What follows belongs to an exercise in optimizing a design on an open flow for small area; a production flow would make more cautious choices.
Only simulation tests tie the RTL to the original design; equivalence was not proved.
The flow treats the clock pin as an ideal source, which a real chip does not have.
Power figures rest on the tool's default switching activity, not on a simulated workload.

## run a
==> flow/design.v (excerpt) <==
module pcore_id (
    input  logic          clk,
    input  logic          rst_n,                  
    input  logic [100:0]  if2id_data_i,           
    input  logic [1:0]    if2id_ctrl_i,           
    input  logic [1:0]    csr2id_fb_i,            
    input  logic [37:0]   wrb2id_fb_i,            
    output logic [196:0]  id2exe_data_o,          
    output logic [40:0]   id2exe_ctrl_o           
);
==> module reg_file, before the edit <==
module reg_file (
    input   logic                      rst_n,                
    input   logic                      clk,                  
    input   logic [5-1:0]     rs1_addr_i,           
    input   logic [5-1:0]     rs2_addr_i,           
    output  logic [32-1:0]          rs1_data_o,           
    output  logic [32-1:0]          rs2_data_o,           
    input   logic                      rd_wr_req_i,          
    input   logic [5-1:0]     rd_addr_i,            
    input   logic [32-1:0]          rd_data_i             
);
logic   [32-1:1][32-1:0] register_file;
logic   [32-1:1]            row_we, row_keep;
always_comb begin
    for (int i = 1; i < 32; i++) begin
        row_we[i]   = rst_n & rd_wr_req_i & (rd_addr_i == i);
        row_keep[i] = rst_n & ~(rd_wr_req_i & (rd_addr_i == i));
    end
end
always_ff @(posedge clk) begin
    for (int i = 1; i < 32; i++) begin
        register_file[i] <= (register_file[i] & {32{row_keep[i]}})
                          | (rd_data_i & {32{row_we[i]}});
    end
end
always_comb begin
    rs1_data_o = '0;
    rs2_data_o = '0;
    for (int i = 1; i < 32; i++) begin
        rs1_data_o = rs1_data_o | (register_file[i] & {32{rs1_addr_i == i}});
        rs2_data_o = rs2_data_o | (register_file[i] & {32{rs2_addr_i == i}});
    end
end
endmodule
export LEC_CHECK = 0
export CAP_MARGIN = 10
export CELL_PAD_IN_SITES_DETAIL_PLACEMENT = 1
export CELL_PAD_IN_SITES_GLOBAL_PLACEMENT = 1
export CORE_MARGIN = 2
export CORE_UTILIZATION = 35
export PLACE_DENSITY = 0.45
export SETUP_SLACK_MARGIN = 0.3
export SLEW_MARGIN = 10
create_clock -name core_clock -period 10.0 [get_ports {clk}]
standard.sh (not shown) runs the stock make flow with config.mk's settings and CLKGATE_MAP_FILE= SYNTH_SCRIPT=/design/flow/synth_recipe.tcl, a recipe that flattens the netlist after the stock synthesis.
==> flow/flow/run.sh <==
#!/bin/bash
# Standard ORFS layout (the standard.sh) with these changes:
#  - ports are buffered with the smallest buffer (buf_1) instead of ORFS's default pick
#  - clock tree: clkbuf_4 buffers, small sink clusters, no dummy loads
#  - after clock tree synthesis, cells with spare slack are downsized (flow/post_cts.tcl)
set -euo pipefail
bash standard.sh \
  "BUFFER_PORTS_ARGS=-buffer_cell sky130_fd_sc_hd__buf_1" \
  "CTS_ARGS=-sink_clustering_enable -repair_clock_nets -dont_use_dummy_load -buf_list sky130_fd_sc_hd__clkbuf_4 -sink_clustering_size 8 -sink_clustering_max_diameter 50" \
  "POST_CTS_TCL=$PWD/flow/post_cts.tcl" \
  finish > standard_flow.log 2>&1
==> flow/flow/post_cts.tcl <==
# Downsize cells that have timing slack to spare (power recovery also
# shrinks area), then legalize the placement again.
repair_timing -recover_power 100 -setup_margin 0.3 -match_cell_footprint
detailed_placement
check_placement -verbose
Run a: all stages done; final checks FAILED (capacitance limit, slew limit).
For run b, these inputs were changed with respect to run a:
--- a/flow/design.v
+++ b/flow/design.v
@@ -620,17 +620,27 @@
     input   logic [32-1:0]          rd_data_i             
 );
 logic   [32-1:1][32-1:0] register_file;
+logic                        wb_en;
+logic [5-1:0]       wb_addr;
+logic [32-1:0]            wb_data;
+always_ff @(negedge clk) begin
+    wb_en   <= ~rst_n | (rd_wr_req_i & (|rd_addr_i));
+    wb_addr <= rd_addr_i & {5{rst_n}};
+    wb_data <= rd_data_i;
+end
+logic                        wb_clr;
+assign wb_clr = wb_en & (wb_addr == '0);
 logic   [32-1:1]            row_we, row_keep;
 always_comb begin
     for (int i = 1; i < 32; i++) begin
-        row_we[i]   = rst_n & rd_wr_req_i & (rd_addr_i == i);
-        row_keep[i] = rst_n & ~(rd_wr_req_i & (rd_addr_i == i));
+        row_we[i]   = wb_en & (wb_addr == i);
+        row_keep[i] = ~(wb_en & ((wb_addr == i) | (wb_addr == '0)));
     end
 end
 always_ff @(posedge clk) begin
     for (int i = 1; i < 32; i++) begin
         register_file[i] <= (register_file[i] & {32{row_keep[i]}})
-                          | (rd_data_i & {32{row_we[i]}});
+                          | (wb_data & {32{row_we[i]}});
     end
 end
 always_comb begin
Notes after the runs:
Run b | stages: all done | timing, DRC, antenna: all pass
Run a → run b: power moved up, final cell count moved up, post-route met1 wirelength moved up, cell row count moved up.
Run b: fraction of area in multi-input gates 0.85 points below run a
In run b, relative contribution of sequential cells to total power is lower than in run a.
Of run b and run a, it is run b that has the lower minimum setup slack in the final design.

---

pcore_id with an RTL version that a note above also has.
Size in the first run: ~4900 cells after synthesis, about 1100 flip-flops, ~380 I/O pins, ~48000 um2 of cells after synthesis.
==> module reg_file, before the edit <==
module reg_file (
    input   logic                      rst_n,                
    input   logic                      clk,                  
    input   logic [5-1:0]     rs1_addr_i,           
    input   logic [5-1:0]     rs2_addr_i,           
    output  logic [32-1:0]          rs1_data_o,           
    output  logic [32-1:0]          rs2_data_o,           
    input   logic                      rd_wr_req_i,          
    input   logic [5-1:0]     rd_addr_i,            
    input   logic [32-1:0]          rd_data_i             
);
logic   [32-1:1][32-1:0] register_file;
logic                        wb_en;
logic [5-1:0]       wb_addr;
logic [32-1:0]            wb_data;
always_ff @(negedge clk) begin
    wb_en   <= ~rst_n | (rd_wr_req_i & (|rd_addr_i));
    wb_addr <= rd_addr_i & {5{rst_n}};
    wb_data <= rd_data_i;
end
logic                        wb_clr;
assign wb_clr = wb_en & (wb_addr == '0);
logic   [32-1:1]            row_we, row_keep;
always_comb begin
    for (int i = 1; i < 32; i++) begin
        row_we[i]   = wb_en & (wb_addr == i);
        row_keep[i] = ~(wb_en & ((wb_addr == i) | (wb_addr == '0)));
    end
end
always_ff @(posedge clk) begin
    for (int i = 1; i < 32; i++) begin
        register_file[i] <= (register_file[i] & {32{row_keep[i]}})
                          | (wb_data & {32{row_we[i]}});
    end
end
always_comb begin
    rs1_data_o = '0;
    rs2_data_o = '0;
    for (int i = 1; i < 32; i++) begin
        rs1_data_o = rs1_data_o | (register_file[i] & {32{rs1_addr_i == i}});
        rs2_data_o = rs2_data_o | (register_file[i] & {32{rs2_addr_i == i}});
    end
end
endmodule
clock: 10.0 ns
lec_check: 0
cap_margin: 20
cell_pad_in_sites_detail_placement: 1
cell_pad_in_sites_global_placement: 1
core_margin: 2
core_utilization: 40
place_density: 0.6
setup_slack_margin: 0.3
slew_margin: 20
==> flow/flow/run.sh <==
#!/bin/bash
# Standard ORFS layout (the standard.sh) with these changes:
#  - ports are buffered with the smallest buffer (buf_1) instead of ORFS's default pick
#  - clock tree: clkbuf_4 buffers, small sink clusters, no dummy loads
set -euo pipefail
bash standard.sh \
  "BUFFER_PORTS_ARGS=-buffer_cell sky130_fd_sc_hd__buf_1" \
  "CTS_ARGS=-sink_clustering_enable -repair_clock_nets -dont_use_dummy_load -buf_list sky130_fd_sc_hd__clkbuf_4 -sink_clustering_size 8 -sink_clustering_max_diameter 50" \
  finish > standard_flow.log 2>&1
==> next run, changes <==
--- a/flow/design.v
+++ b/flow/design.v
@@ -618,31 +618,21 @@
     input   logic                      rd_wr_req_i,          
     input   logic [5-1:0]     rd_addr_i,            
     input   logic [32-1:0]          rd_data_i             
 );
 logic   [32-1:1][32-1:0] register_file;
-logic                        wb_en;
-logic [5-1:0]       wb_addr;
-logic [32-1:0]            wb_data;
-always_ff @(negedge clk) begin
-    wb_en   <= ~rst_n | (rd_wr_req_i & (|rd_addr_i));
-    wb_addr <= rd_addr_i & {5{rst_n}};
-    wb_data <= rd_data_i;
-end
-logic                        wb_clr;
-assign wb_clr = wb_en & (wb_addr == '0);
 logic   [32-1:1]            row_we, row_keep;
 always_comb begin
     for (int i = 1; i < 32; i++) begin
-        row_we[i]   = wb_en & (wb_addr == i);
-        row_keep[i] = ~(wb_en & ((wb_addr == i) | (wb_addr == '0)));
+        row_we[i]   = rst_n & rd_wr_req_i & (rd_addr_i == i);
+        row_keep[i] = rst_n & ~(rd_wr_req_i & (rd_addr_i == i));
     end
 end
 always_ff @(posedge clk) begin
     for (int i = 1; i < 32; i++) begin
         register_file[i] <= (register_file[i] & {32{row_keep[i]}})
-                          | (wb_data & {32{row_we[i]}});
+                          | (rd_data_i & {32{row_we[i]}});
     end
 end
 always_comb begin
     rs1_data_o = '0;
     rs2_data_o = '0;
After rerunning:
- The new run finished with timing, DRC and antenna clean
- design area shrinks by a few percent
- combinational power shrinks by a quarter to a third
- clock-buffer cell count shrinks by 4
- critical path depth grows by 1
- power shrinks by roughly a tenth
- sequential share of layout area shrinks by 0.37 points
- routed wire length grows slightly
- worst setup slack gets better by 1.1 ns

-- static timing again, ports no longer ideal --
The results above use ideal ports. As a check the final layouts listed here were re-extracted and re-timed, cells and wires unchanged.
Step 1 (the two cells are an assumption about what drives the block):
set clk [get_ports {clk}]
set_driving_cell -lib_cell sky130_fd_sc_hd__clkbuf_16 $clk
set_driving_cell -lib_cell sky130_fd_sc_hd__buf_2 [delete_from_list [all_inputs] $clk]
Step 2 adds t to the input delays and takes it off the output delays; t is the mean of the earliest and latest rising clock arrival at the registers after step 1. Input paths then give back, and output paths get back, about the clock's delay inside the block.
Slacks: ideal / step 1 / step 2; pairs: ideal / step 1.
run	shift t [ns]	setup slack, ns	worst setup path at the end	cell pins on the clock port's net
run a	1.317	2.142 / 2.068 / 3.385	register to output	1
the second run of note 2	1.284	2.610 / 2.528 / 3.812	register to output	1
